Background: an optimization exercise with open tools, aiming at small area. Do not read the settings as production practice.
Only simulation tests tie the RTL to the original design; equivalence was not proved.

==> 05-05: inputs <==
// audio_controller
module audio_controller #(
parameter SYSCLK = 50
) (
input           clk,
input           rst,
input  [4:0]    sw_address,
input           sw_read,
input           sw_write,
input           sw_select,
input  [31:0]   sw_wrdata,
output [31:0]   sw_rddata,
input           i2c_SDA_i,
output          i2c_SDA_w,
output          i2c_SDA_o,
output          i2c_SCL_w,
output          i2c_SCL_o,
output          bclk,
output          mclk,
output          daclrc,
output          dacdat,
output          adclrc,
input           adcdat,
input  [31:0]   dac_data_in,
input           dac_data_wr,
output          dac_fifo_full,
output [31:0]   adc_data_out,
input           adc_data_rd,
output          adc_fifo_empty
);
==> module i2c_master, before the edit <==
module i2c_master #(
parameter       CLK_FREQ = 50,
parameter       I2C_CLK_FREQ = 100,
parameter       NUM_BYTE = 2,
parameter       BYTE_SIZE = 8,
parameter       DATA_WIDTH = NUM_BYTE * BYTE_SIZE
) (
input                           clk,
input                           rst,
input                           req,
input  [BYTE_SIZE-2:0]          slave_addr,
input  [DATA_WIDTH-1:0]         writedata,
output                          ready,
input                           i2c_SDA_i,
output                          i2c_SDA_w,
output                          i2c_SDA_o,
output                          i2c_SCL_w,
output                          i2c_SCL_o
);
localparam ADDR_DATA_WIDTH = NUM_BYTE * BYTE_SIZE + BYTE_SIZE;
localparam SYSCLK_COUNT    = (CLK_FREQ * 1000) / I2C_CLK_FREQ;
localparam DIVW            = $clog2(SYSCLK_COUNT);
localparam [2:0] S_IDLE  = 3'd0,
                 S_START = 3'd1,
                 S_ADDR  = 3'd2,
                 S_DATA  = 3'd3,
                 S_STOP  = 3'd4;
reg  sda_cap;
reg  sda_w_q, sda_o_q;
reg  [DIVW-1:0]            clk_divider;
reg  [ADDR_DATA_WIDTH-1:0] write_data;
reg  [2:0]                 state;
reg  [3:0]                 bitpos;
reg  [1:0]                 byte_count;
wire is_idle  = (state == S_IDLE);
wire is_start = (state == S_START);
wire is_addr  = (state == S_ADDR);
wire is_data  = (state == S_DATA);
wire is_stop  = (state == S_STOP);
wire in_ack   = (bitpos == 4'd9);
wire last_bit = (bitpos == 4'd8);
wire negedge_i = (clk_divider == SYSCLK_COUNT / 2 - 1);
wire posedge_i = (clk_divider == SYSCLK_COUNT - 1);
wire start     = req & is_idle;
wire start_byte = negedge_i & (is_start | ((is_addr | is_data) & in_ack));
assign ready     = is_idle;
assign i2c_SDA_w = sda_w_q;
assign i2c_SDA_o = sda_o_q;
wire div_zero = (clk_divider == 'b0);
assign i2c_SCL_o = is_idle | (clk_divider < SYSCLK_COUNT / 2);
assign i2c_SCL_w = is_idle ? ~div_zero : ~(is_start & div_zero);
always @(posedge clk) begin
    if (clk_divider == SYSCLK_COUNT / 2 - 3) sda_cap <= i2c_SDA_i;
end
always @(posedge clk) begin
    if (rst || posedge_i || is_idle) clk_divider <= 'b0;
    else                             clk_divider <= clk_divider + 1'b1;
end
always @(posedge clk) begin
    if (rst) begin
        state  <= S_IDLE;
        bitpos <= 4'd0;
    end else begin
        case (state)
        S_IDLE:  if (start) state <= S_START;
        S_START: if (negedge_i) state <= S_ADDR;
        S_ADDR:  if (negedge_i && in_ack) state <= S_DATA;
        S_DATA:  if (negedge_i && byte_count == 2'd2) state <= S_STOP;
        S_STOP:  if (negedge_i) state <= S_IDLE;
        default: state <= S_IDLE;
        endcase
        if (start_byte)      bitpos <= 4'd1;
        else if (negedge_i)  bitpos <= (bitpos == 4'd0 || in_ack) ? 4'd0 : bitpos + 1'b1;
    end
end
always @(posedge clk) begin
    if (rst || is_idle)                   byte_count <= 2'd0;
    else if (negedge_i && in_ack && is_data) byte_count <= byte_count + 1'b1;
end
always @(posedge clk) begin
    if (rst) begin
        sda_o_q <= 1'b1;
        sda_w_q <= 1'b0;
    end else if (is_idle) begin
        sda_w_q <= start;
        sda_o_q <= ~start;
    end else if (is_stop) begin
        if (negedge_i) sda_o_q <= 1'b1;
        sda_w_q <= 1'b1;
    end else if (negedge_i) begin
        if (last_bit) begin
            sda_w_q <= 1'b0;
            sda_o_q <= sda_cap;
        end else begin
            sda_w_q <= 1'b1;
            sda_o_q <= write_data[ADDR_DATA_WIDTH-1];
        end
    end
end
always @(posedge clk) begin
    if (start) write_data <= {slave_addr, 1'b0, writedata};
    else if (posedge_i & (is_addr | is_data) & ~last_bit)
        write_data <= write_data << 1;
end
endmodule
Settings: LEC_CHECK=0, CAP_MARGIN=20, CORE_MARGIN=2, CORE_UTILIZATION=40, CTS_BUF_LIST=sky130_fd_sc_hd__clkbuf_8, CTS_CLUSTER_DIAMETER=60, CTS_CLUSTER_SIZE=20, PLACE_DENSITY=0.6, SLEW_MARGIN=20; clock period 20.0 ns.
run.sh (not shown) runs the stock make flow with config.mk's settings and CLKGATE_MAP_FILE= SYNTH_SCRIPT=/design/flow/synth_recipe.tcl, a recipe that flattens the netlist after the stock synthesis.
==> 03-19 (differences from 05-05) <==
--- a/flow/design.v
+++ b/flow/design.v
@@ -115,86 +115,60 @@
 localparam ADDR_DATA_WIDTH = NUM_BYTE * BYTE_SIZE + BYTE_SIZE;
 localparam SYSCLK_COUNT    = (CLK_FREQ * 1000) / I2C_CLK_FREQ;
 localparam DIVW            = $clog2(SYSCLK_COUNT);
-localparam [2:0] S_IDLE  = 3'd0,
-                 S_START = 3'd1,
-                 S_ADDR  = 3'd2,
-                 S_DATA  = 3'd3,
-                 S_STOP  = 3'd4;
-reg  sda_cap;
-reg  sda_w_q, sda_o_q;
 reg  [DIVW-1:0]            clk_divider;
 reg  [ADDR_DATA_WIDTH-1:0] write_data;
-reg  [2:0]                 state;
-reg  [3:0]                 bitpos;
-reg  [1:0]                 byte_count;
-wire is_idle  = (state == S_IDLE);
-wire is_start = (state == S_START);
-wire is_addr  = (state == S_ADDR);
-wire is_data  = (state == S_DATA);
-wire is_stop  = (state == S_STOP);
-wire in_ack   = (bitpos == 4'd9);
-wire last_bit = (bitpos == 4'd8);
-wire negedge_i = (clk_divider == SYSCLK_COUNT / 2 - 1);
-wire posedge_i = (clk_divider == SYSCLK_COUNT - 1);
+reg  [4:0]                 step;
+reg                        sda_cap;
+reg                        sda_o_q;
+localparam [4:0] ST_0  = 5'd1,  ST_1  = 5'd2,  ST_9  = 5'd25, ST_10 = 5'd19,
+                 ST_18 = 5'd3,  ST_19 = 5'd6,  ST_27 = 5'd10, ST_28 = 5'd20,
+                 ST_30 = 5'd16;
+wire is_idle  = (step == ST_0);
+wire is_start = (step == ST_1);
+wire is_stop  = (step == ST_30);
+wire in_bytes = ~is_idle & ~is_start & ~is_stop;        
+wire last_bit = (step == ST_9) | (step == ST_18) | (step == ST_27);
+wire ack_slot = (step == ST_10) | (step == ST_19) | (step == ST_28);
+localparam [8:0] DIV_0   = 9'd1,
+                 DIV_247 = 9'd501,
+                 DIV_249 = 9'd469,
+                 DIV_499 = 9'd98;
+wire negedge_i = (clk_divider == DIV_249);
+wire posedge_i = (clk_divider == DIV_499);
 wire start     = req & is_idle;
-wire start_byte = negedge_i & (is_start | ((is_addr | is_data) & in_ack));
+wire div_zero  = (clk_divider == DIV_0);
+reg  scl_hi;
 assign ready     = is_idle;
-assign i2c_SDA_w = sda_w_q;
+assign i2c_SDA_w = is_idle ? ~div_zero : ~ack_slot;
 assign i2c_SDA_o = sda_o_q;
-wire div_zero = (clk_divider == 'b0);
-assign i2c_SCL_o = is_idle | (clk_divider < SYSCLK_COUNT / 2);
+assign i2c_SCL_o = is_idle | scl_hi;
+always @(posedge clk) begin
+    if (rst || is_idle || posedge_i) scl_hi <= 1'b1;
+    else if (negedge_i)              scl_hi <= 1'b0;
+end
 assign i2c_SCL_w = is_idle ? ~div_zero : ~(is_start & div_zero);
 always @(posedge clk) begin
-    if (clk_divider == SYSCLK_COUNT / 2 - 3) sda_cap <= i2c_SDA_i;
+    if (clk_divider == DIV_247) sda_cap <= i2c_SDA_i;
+end
+always @(posedge clk) begin
+    if (rst || posedge_i || is_idle) clk_divider <= DIV_0;
+    else clk_divider <= {clk_divider[7:0], clk_divider[8] ^ clk_divider[4]};
 end
 always @(posedge clk) begin
-    if (rst || posedge_i || is_idle) clk_divider <= 'b0;
-    else                             clk_divider <= clk_divider + 1'b1;
+    if (rst)            step <= ST_0;
+    else if (start)     step <= ST_1;
+    else if (negedge_i) step <= {step[3:0], step[4] ^ step[2]};   
 end
 always @(posedge clk) begin
-    if (rst) begin
-        state  <= S_IDLE;
-        bitpos <= 4'd0;
-    end else begin
-        case (state)
-        S_IDLE:  if (start) state <= S_START;
-        S_START: if (negedge_i) state <= S_ADDR;
-        S_ADDR:  if (negedge_i && in_ack) state <= S_DATA;
-        S_DATA:  if (negedge_i && byte_count == 2'd2) state <= S_STOP;
-        S_STOP:  if (negedge_i) state <= S_IDLE;
-        default: state <= S_IDLE;
-        endcase
-        if (start_byte)      bitpos <= 4'd1;
-        else if (negedge_i)  bitpos <= (bitpos == 4'd0 || in_ack) ? 4'd0 : bitpos + 1'b1;
-    end
-end
-always @(posedge clk) begin
-    if (rst || is_idle)                   byte_count <= 2'd0;
-    else if (negedge_i && in_ack && is_data) byte_count <= byte_count + 1'b1;
-end
-always @(posedge clk) begin
-    if (rst) begin
-        sda_o_q <= 1'b1;
-        sda_w_q <= 1'b0;
-    end else if (is_idle) begin
-        sda_w_q <= start;
-        sda_o_q <= ~start;
-    end else if (is_stop) begin
-        if (negedge_i) sda_o_q <= 1'b1;
-        sda_w_q <= 1'b1;
-    end else if (negedge_i) begin
-        if (last_bit) begin
-            sda_w_q <= 1'b0;
-            sda_o_q <= sda_cap;
-        end else begin
-            sda_w_q <= 1'b1;
-            sda_o_q <= write_data[ADDR_DATA_WIDTH-1];
-        end
-    end
+    if (rst)                sda_o_q <= 1'b1;
+    else if (is_idle)       sda_o_q <= ~start;
+    else if (is_stop) begin
+        if (negedge_i)      sda_o_q <= 1'b1;
+    end else if (negedge_i) sda_o_q <= last_bit ? sda_cap : write_data[ADDR_DATA_WIDTH-1];
 end
 always @(posedge clk) begin
     if (start) write_data <= {slave_addr, 1'b0, writedata};
-    else if (posedge_i & (is_addr | is_data) & ~last_bit)
+    else if (posedge_i & in_bytes & ~last_bit)
         write_data <= write_data << 1;
 end
 endmodule
==> flow/flow/run.sh (new file) <==
#!/bin/bash
# The standard layout, with two changes:
# - the smallest buffer (buf_1) as the port buffer that global placement puts
#   on every input and output;
# - clock tree synthesis without dummy loads.
set -euo pipefail
export BUFFER_PORTS_ARGS="-buffer_cell sky130_fd_sc_hd__buf_1"
export CTS_ARGS="-sink_clustering_enable -repair_clock_nets -dont_use_dummy_load -buf_list sky130_fd_sc_hd__clkbuf_8 -sink_clustering_size 20 -sink_clustering_max_diameter 60"
bash standard.sh finish > standard_flow.log 2>&1
==> flow/standard.sh (new file) <==
#!/bin/bash
# synth_recipe.tcl (not shown) runs the flow's synth.tcl, then flattens the netlist and writes it again
# the make line also repeats each setting of config.mk as NAME=value (left out here)
make -C /OpenROAD-flow-scripts/flow DESIGN_CONFIG=/design/flow/config.mk WORK_HOME=/design/flow/orfs CLKGATE_MAP_FILE= SYNTH_SCRIPT=/design/flow/synth_recipe.tcl "${@:-finish}"
CORE_UTILIZATION = 70   (was 40)
CTS_BUF_LIST = not set   (was sky130_fd_sc_hd__clkbuf_8)
CTS_CLUSTER_DIAMETER = not set   (was 60)
CTS_CLUSTER_SIZE = not set   (was 20)
PLACE_DENSITY = 0.85   (was 0.6)
removed: flow/run.sh
==> 02-23 (differences from 05-05) <==
==> flow/flow/run.sh (new file) <==
#!/bin/bash
# The standard layout, with three changes:
# - synthesis maps logic with ORFS's speed script minus its final buffering
#   and gate up/down-sizing passes (flow/abc_speed.script); the rest of the
#   synthesis script, and so every register, is the standard one;
# - the smallest buffer (buf_1) as the port buffer that global placement puts
#   on every input and output;
# - clock tree synthesis without dummy loads.
set -euo pipefail
export BUFFER_PORTS_ARGS="-buffer_cell sky130_fd_sc_hd__buf_1"
export CTS_ARGS="-sink_clustering_enable -repair_clock_nets -dont_use_dummy_load -buf_list sky130_fd_sc_hd__clkbuf_8 -sink_clustering_size 20 -sink_clustering_max_diameter 60"
rm -rf scripts_abc
cp -r "$FLOW_HOME/scripts" scripts_abc
cp flow/abc_speed.script scripts_abc/abc_speed.script
SCRIPTS_DIR="$PWD/scripts_abc" bash standard.sh synth > synth_flow.log 2>&1
bash standard.sh finish > standard_flow.log 2>&1
==> flow/flow/abc_speed.script (new file) <==
&get -n
&st
&dch
&nf
&st
&syn2
&if -g -K 6
&synch2
&nf
&st
&syn2
&if -g -K 6
&synch2
&nf
&st
&syn2
&if -g -K 6
&synch2
&nf
&st
&syn2
&if -g -K 6
&synch2
&nf
&st
&syn2
&if -g -K 6
&synch2
&nf
&put
topo
stime -c
==> flow/standard.sh (new file) <==
#!/bin/bash
# synth_recipe.tcl (not shown) runs the flow's synth.tcl, then flattens the netlist and writes it again
# the make line also repeats each setting of config.mk as NAME=value (left out here)
make -C /OpenROAD-flow-scripts/flow DESIGN_CONFIG=/design/flow/config.mk WORK_HOME=/design/flow/orfs CLKGATE_MAP_FILE= SYNTH_SCRIPT=/design/flow/synth_recipe.tcl "${@:-finish}"
removed: flow/run.sh
==> run notes <==
Setup path:
- The worst reg2reg path startpoint is adc_fifo.wtptr[0]$_SDFFE_PP0P_.

Synth:
- The area share of and/or/nand/nor cells after synthesis is roughly 4.9%.
- The adder-cell share of the synthesized area is approximately 1.3%.
- The number of nets in the synthesized netlist is approximately 1.0k.

Outcome:
- The flow ran to the end and the layout has no timing, DRC or antenna violations.

Final layout:
- The library cells used most frequently in the layout, excluding fill and tap cells, are edfxtp_1 (367), buf_1 (151), dfxtp_1 (82), mux4_2 (72), nor2_1 (65).

Placed design:
- In this run, placement finished with an instance count of 1,380.

Detailed routing:
- The first routing iteration left approximately 1.1k violations.
Source of the figures above: 03-19

==> run notes <==
Synth:
- The adder-cell share of the synthesized area is approximately 1.8%.
- When the netlist entered floorplanning its net count stood at about 1.1k.

Setup path:
- In this run the critical register-to-register path is launched from adc_fifo.wtptr[0]$_SDFFE_PP0P_.

Detailed routing:
- In this run, the number of DRC markers left after iteration 0 of detailed routing was approximately 730.

Final layout:
- Leaving out fill and tap cells, the most frequent cells in the layout are edfxtp_1 (367), clkdlybuf4s50_1 (151), dfxtp_1 (85), nor2_1 (70), mux4_2 (69).

Outcome:
- The flow ran to the end and the layout has no timing, DRC or antenna violations.

Placed design:
- The number of placed instances with taps included is between 1.5k and 2k.
Source of the figures above: 05-05

==> run notes <==
Outcome:
- The run finished with no timing, DRC or antenna violations.

Final layout:
- In the layout the commonest cells are edfxtp_1 (367), buf_1 (151), dfxtp_1 (85), nor2_1 (70), mux4_2 (69).

Setup path:
- The startpoint identified for the worst register-to-register timing path is dac_fifo.rdptr[0]$_SDFFE_PP0P_.

Placed design:
- In this run, placement finished with an instance count of about 1.7k.

Synth:
- Of the total synthesized cell area, the portion taken by full adders, half adders and majority gates is under 10%.
Source of the figures above: 02-23

==> separate check: timing with driven ports <==
The results above use ideal ports. As a check the final layouts listed here were re-extracted and re-timed, cells and wires unchanged. Step 1, drivers: a clkbuf_16 drives clk and a buf_2 each remaining input, both assumed. Step 2 times the ports against the registers' clock, not the clock port: input delays grow and output delays shrink by t, the midpoint of the rising clock arrivals with the driver on. Slacks: no drivers / after step 1 / after step 2; pairs: no drivers / after step 1.
run	t (ns)	setup WS [ns]	worst setup path at the end
05-05	0.637	12.761 / 12.712 / 13.160	input to register
03-19	0.623	13.430 / 13.385 / 13.687	input to register
02-23	0.625	13.133 / 13.085 / 13.490	input to register
After both steps every run listed still meets setup and hold.
